Background: an optimization exercise with open tools, aiming at small area, a short achievable clock period and few clock cycles per item. Do not read the settings as production practice. RTL that was checked went through simulation tests only; none was proved equivalent to the original. Power figures rest on the tool's default switching activity, not on a simulated workload.

==> flow/design.v (excerpt) <==
module top(
input clk,
input rst,
input  [31:0] b_rdata,
output [31:0] b_wdata,
output [31:0] addr,
output [3:0] we,
output en,
output rstout
    );
Size in the first run: ~540 cells after synthesis, ~100 I/O pins.
clock: 6.0 ns
lec_check: 0
cap_margin: 20
core_margin: 2
core_utilization: 40
setup_slack_margin: 3.1
slew_margin: 20
standard.sh (not shown) runs the stock make flow with config.mk's settings and CLKGATE_MAP_FILE= SYNTH_SCRIPT=/design/flow/synth_recipe.tcl, a recipe that flattens the netlist after the stock synthesis.
==> flow/flow/run.sh <==
#!/bin/bash
set -e
export BUFFER_PORTS_ARGS="-buffer_cell sky130_fd_sc_hd__buf_1"
export SKIP_REPAIR_TIE_FANOUT=1
export CTS_ARGS="-sink_clustering_enable -repair_clock_nets -dont_use_dummy_load -sink_clustering_size 40 -sink_clustering_max_diameter 80 -buf_list {sky130_fd_sc_hd__clkbuf_4 sky130_fd_sc_hd__clkbuf_8}"
bash standard.sh > standard.log 2>&1
Testbench counts at the start, summed over its fixed seeds: cycles 7,850, items 960.
Change:
--- a/flow/design.v
+++ b/flow/design.v
@@ -10,36 +10,36 @@
 wire [63:0] p = {b_rdata, w1};
 wire [6:0] a0 = p[6:0],   a1 = p[13:7],  a2 = p[20:14], a3 = p[27:21];
 wire [6:0] b0 = p[34:28], b1 = p[41:35], b2 = p[48:42], b3 = p[55:49];
 wire [4:0] op = p[60:56];
 wire is_add = op[0], is_sub = op[1], is_mul = op[2], is_tra = op[3], is_det = op[4];
 wire is_as = is_add | is_sub;
 wire l3 = c[0], l0 = c[1], l1 = c[2], l2 = c[3];
 reg tra_r;    
-reg det_r;    
 reg det0;     
 reg sa;       
+reg sb;       
 reg sd;       
 always @(posedge clk) begin
     tra_r <= b_rdata[27];
-    det_r <= b_rdata[28];
     det0  <= c[0] & b_rdata[28];
-    sa    <= c[0] | c[1];
+    sa    <= c[0] | (c[1] & ~tra_r);
+    sb    <= c[0] | c[1] | (c[2] & tra_r);
     sd    <= c[0] | c[2];
 end
-wire [6:0] ma = sa ? a0 : a2;
-wire [6:0] mb = sa ? a1 : a3;
+wire [6:0] ma = sa ? a0 : a2;    
+wire [6:0] mb = sb ? a1 : a3;    
 wire [6:0] max3 = ma + {ma[5:0], 1'b0};
 wire [6:0] mbx3 = mb + {mb[5:0], 1'b0};
 wire [6:0] da = det0 ? a3 : (sd ? b0 : b1);
 wire [6:0] db = det0 ? ~a2 : (sd ? b2 : b3);
 wire mulen = is_mul | det0;
-wire adda = is_as & (l0 | l2);
-wire addb = is_as & (l1 | l3);
+wire adda = (is_as & (l0 | l2)) | (is_tra & (l0 | l1));
+wire addb = (is_as & (l1 | l3)) | (is_tra & (l2 | l3));
 wire [6:0] bl = ({7{l0}} & b0) | ({7{l1}} & b1) | ({7{l2}} & b2) | ({7{l3}} & b3);
 wire [6:0] x = ({7{is_as}} & (bl ^ {7{is_sub}})) | ({7{det0}} & a1);
 wire pa0_1 = ((mulen & da[0] & ~da[1]) | adda);
 wire pa0_2 = mulen & ~da[0] & da[1];
 wire pa0_3 = mulen & da[0] & da[1];
 wire pa0_r0 = (pa0_1 & ma[0]) | (pa0_3 & max3[0]);
 wire pa0_r1 = (pa0_1 & ma[1]) | (pa0_2 & ma[0]) | (pa0_3 & max3[1]);
 wire pa0_r2 = (pa0_1 & ma[2]) | (pa0_2 & ma[1]) | (pa0_3 & max3[2]);
@@ -179,20 +179,17 @@
 assign u_s19 = u_s1 ^ u_c9 ^ u_s10;
 assign u_c20 = (u_s1 & u_c9) | (u_s1 & u_s10) | (u_c9 & u_s10);
 assign u_s21 = u_s3 ^ u_c11 ^ u_s12;
 wire [6:0] ra = {u_c20, u_c18, u_c16, u_c14, u_s4, s1[2], s1[0]};
 wire [6:0] rb = {u_s21, u_s19, u_s17, u_s15, u_s13, s1[3], s1[1]};
 wire [6:0] r = ra + rb;
 reg [27:0] res;
 always @(posedge clk) res <= {r[6] & ~s1_det, r[5:0], res[27:7]};
-wire [31:0] w_all = {4'd0, res[6:0], res[27:21], res[20:14], res[13:7]};
-wire [31:0] w_det = {26'd0, res[26:21]};
-wire [31:0] w_tra = {4'd0, a3, a1, a2, a0};
-assign b_wdata = tra_r ? w_tra : (det_r ? w_det : w_all);
+assign b_wdata = {4'd0, res[6:0], res[27:21], res[20:14], res[13:7]};
 endmodule
 module controller(
 input clk,
 input rst,                
 input  [31:0] b_rdata,
 output [31:0] addr,
 output [3:0] we,
 output en,
@@ -216,21 +213,21 @@
         k0 <= 1'b1;
         k1 <= 1'b0;
         k2 <= 1'b0;
     end else begin
         f  <= (f & kd) | (r1 & ~b_rdata[31]) | wr;
         r1 <= f & ~kd;
         r2 <= r1 & b_rdata[31];
         c0 <= r2;
-        c1 <= c0 & ~b_rdata[27];
+        c1 <= c0;
         c2 <= c1;
-        c3 <= c2 & ~b_rdata[28];
+        c3 <= c2;
         c4 <= c3;
-        wr <= c4 | (c0 & b_rdata[27]) | (c2 & b_rdata[28]);
+        wr <= c4;
         if (wr) begin
             k0 <= 1'b0;
             k1 <= k0;
             k2 <= k1;
         end
     end
 end
 wire [3:0] widx;
Effect:
- worst hold slack got worse by 0.0037 ns
- cell area falls by 7.7%
- die area drops by 6.7%
- worst setup slack gets better by 0.0033 ns
- global-route usage fell by 2.2 points
Testbench counts after the change, summed over its fixed seeds: cycles 8,960, items 960.

========
Setup of alpha:
top, a different RTL version from the one above (not shown whole).
Size in the first run: roughly 100 I/O pins, about 0.0069 mm² of cells after synthesis.
clock: 6.0 ns
lec_check: 0
cap_margin: 20
core_margin: 2
core_utilization: 40
setup_slack_margin: 3.1
slew_margin: 20
Scripts as last shown in full above: flow/flow/run.sh
The inputs of beta differ from those of alpha as listed below.
diff --git a/flow/design.v b/flow/design.v
--- a/flow/design.v
+++ b/flow/design.v
@@ -11,31 +11,30 @@
 wire [6:0] a0 = p[6:0],   a1 = p[13:7],  a2 = p[20:14], a3 = p[27:21];
 wire [6:0] b0 = p[34:28], b1 = p[41:35], b2 = p[48:42], b3 = p[55:49];
 wire [4:0] op = p[60:56];
 wire is_add = op[0], is_sub = op[1], is_mul = op[2], is_tra = op[3], is_det = op[4];
 wire l3 = c[0], l0 = c[1], l1 = c[2], l2 = c[3];
 reg tra_r;    
 reg det_r;    
-reg det0;     
 reg sa;       
 reg sd;       
 always @(posedge clk) begin
     tra_r <= b_rdata[27];
     det_r <= b_rdata[28];
-    det0  <= c[0] & b_rdata[28];
     sa    <= c[0] | c[1];
     sd    <= c[0] | c[2];
 end
 wire [6:0] ma = sa ? a0 : a2;
 wire [6:0] mb = sa ? a1 : a3;
 wire [6:0] max3 = ma + {ma[5:0], 1'b0};
 wire [6:0] mbx3 = mb + {mb[5:0], 1'b0};
-wire [6:0] na2 = 7'd0 - a2;
-wire [6:0] da = det0 ? a3 : (sd ? b0 : b1);
-wire [6:0] db = det0 ? na2 : (sd ? b2 : b3);
+wire dsel = c[0] & is_det;
+wire [6:0] na1 = 7'd0 - a1;
+wire [6:0] da = dsel ? na1 : (sd ? b0 : b1);
+wire [6:0] db = dsel ? a0 : (sd ? b2 : b3);
 wire pa0_1 = (da[0] & ~da[1]);
 wire pa0_2 = ~da[0] & da[1];
 wire pa0_3 = da[0] & da[1];
 wire pa0_r0 = (pa0_1 & ma[0]) | (pa0_3 & max3[0]);
 wire pa0_r1 = (pa0_1 & ma[1]) | (pa0_2 & ma[0]) | (pa0_3 & max3[1]);
 wire pa0_r2 = (pa0_1 & ma[2]) | (pa0_2 & ma[1]) | (pa0_3 & max3[2]);
 wire pa0_r3 = (pa0_1 & ma[3]) | (pa0_2 & ma[2]) | (pa0_3 & max3[3]);
@@ -113,18 +112,16 @@
 assign t_s9 = pa0_r5 ^ pa1_r5 ^ pa2_r5;
 assign t_c10 = (pa0_r5 & pa1_r5) | (pa0_r5 & pa2_r5) | (pa1_r5 & pa2_r5);
 assign t_s11 = pb0_r5 ^ pb1_r5 ^ pb2_r5;
 assign t_c12 = (pb0_r5 & pb1_r5) | (pb0_r5 & pb2_r5) | (pb1_r5 & pb2_r5);
 assign t_s13 = pa0_r6 ^ pa1_r6 ^ pa2_r6;
 assign t_s14 = pa3_r6 ^ pb0_r6 ^ pb1_r6;
 reg [21:0] s1;
-reg s1_det;
 always @(posedge clk) begin
     s1 <= {t_s14, t_s13, t_c12, t_c10, pb3_r6, pb2_r6, t_s11, t_s9, t_c8, t_c6, t_s7, t_s5, t_c4, t_s3, t_c2, pb1_r3, t_s1, pb1_r2, pb0_r1, pa0_r1, pb0_r0, pa0_r0};
-    s1_det <= det0;
 end
 wire u_s1;
 wire u_s2;
 wire u_c3;
 wire u_s4;
 wire u_s5;
 wire u_c6;
@@ -150,15 +147,15 @@
 reg [27:0] res;
 wire [6:0] f0 = a0 + (b0 ^ {7{is_sub}}) + {6'd0, is_sub};
 wire [6:0] f1 = a1 + (b1 ^ {7{is_sub}}) + {6'd0, is_sub};
 wire [6:0] f2 = a2 + (b2 ^ {7{is_sub}}) + {6'd0, is_sub};
 wire [6:0] f3 = a3 + (b3 ^ {7{is_sub}}) + {6'd0, is_sub};
 always @(posedge clk)
     if (c[0]) res <= {f2, f1, f0, f3};
-    else      res <= {r[6] & ~s1_det, r[5:0], res[27:7]};
+    else      res <= {r, res[27:7]};
 wire [31:0] w_all = {4'd0, res[6:0], res[27:21], res[20:14], res[13:7]};
 wire [31:0] w_det = {26'd0, res[26:21]};
 wire [31:0] w_tra = {4'd0, a3, a1, a2, a0};
 assign b_wdata = tra_r ? w_tra : (det_r ? w_det : w_all);
 endmodule
 module controller(
 input clk,
@@ -189,18 +186,18 @@
         k2 <= 1'b0;
     end else begin
         f  <= (f & kd) | (r1 & ~b_rdata[31]) | wr;
         r1 <= f & ~kd;
         r2 <= r1 & b_rdata[31];
         c0 <= r2;
         c1 <= c0 & ~(b_rdata[24] | b_rdata[25] | b_rdata[27]);
-        c2 <= c1;
-        c3 <= c2 & ~b_rdata[28];
+        c2 <= c1 & ~b_rdata[28];
+        c3 <= c2;
         c4 <= c3;
-        wr <= c4 | (c0 & (b_rdata[24] | b_rdata[25] | b_rdata[27])) | (c2 & b_rdata[28]);
+        wr <= c4 | (c0 & (b_rdata[24] | b_rdata[25] | b_rdata[27])) | (c1 & b_rdata[28]);
         if (wr) begin
             k0 <= 1'b0;
             k1 <= k0;
             k2 <= k1;
         end
     end
 end
## What came out
| part of the total power dissipated in combinational logic | beta vs alpha | 1.2 points lower |
Biggest fanout along the worst timing path for beta is higher than for alpha.
Between beta and alpha, it is beta whose final instance area is higher, by about 0.3%.
Comparing alpha and beta, aggregate global-route resource usage is higher on beta.
Looking at internal portion of total power, beta sits about 2% lower than alpha does.
The maximum VDD drop number comes out higher for alpha vs beta.
The die area in beta was lower than what alpha gave.
No run of this note included a check of the RTL's function; only the layout flow was run.

==> port drivers added, routing unchanged <==
The flow's constraints put no driver on any port. The routed layouts listed below were extracted and timed again, unchanged, in two steps.
Step 1 sets driving cells, clkbuf_16 on the clock port and buf_2 on the other inputs (assumed; they add their load-dependent delay and slew).
Step 2, shift: input delay + t, output delay - t, t = (earliest + latest rising clock arrival at the registers) / 2. This alone moves slack from input paths to output paths.
Slacks: ideal ports / drivers / drivers and shift; pairs: ideal ports / drivers.
run | shift t [ns] | slack for setup (ns) | worst hold slack (ns) | clock arrival spread, ns | worst data-port slew with drivers (ns)
the first run of note 1 | 0.416 | 3.153 / 3.117 / 2.786 | 0.353 / 0.353 / 0.353 | 0.032 / 0.032 | 0.04
the second run of note 1 | 0.408 | 3.157 / 3.157 / 2.769 | 0.349 / 0.349 / 0.349 | 0.024 / 0.023 | 0.03
alpha | 0.419 | 3.119 / 3.100 / 2.711 | 0.371 / 0.371 / 0.371 | 0.041 / 0.041 | 0.05
beta | 0.414 | 3.072 / 3.088 / 2.674 | 0.375 / 0.375 / 0.375 | 0.041 / 0.041 | 0.06
After both steps every run listed still meets setup and hold. The setup slack of alpha, which loses most, moves by -0.019 ns with the drivers and by -0.408 ns with both steps.
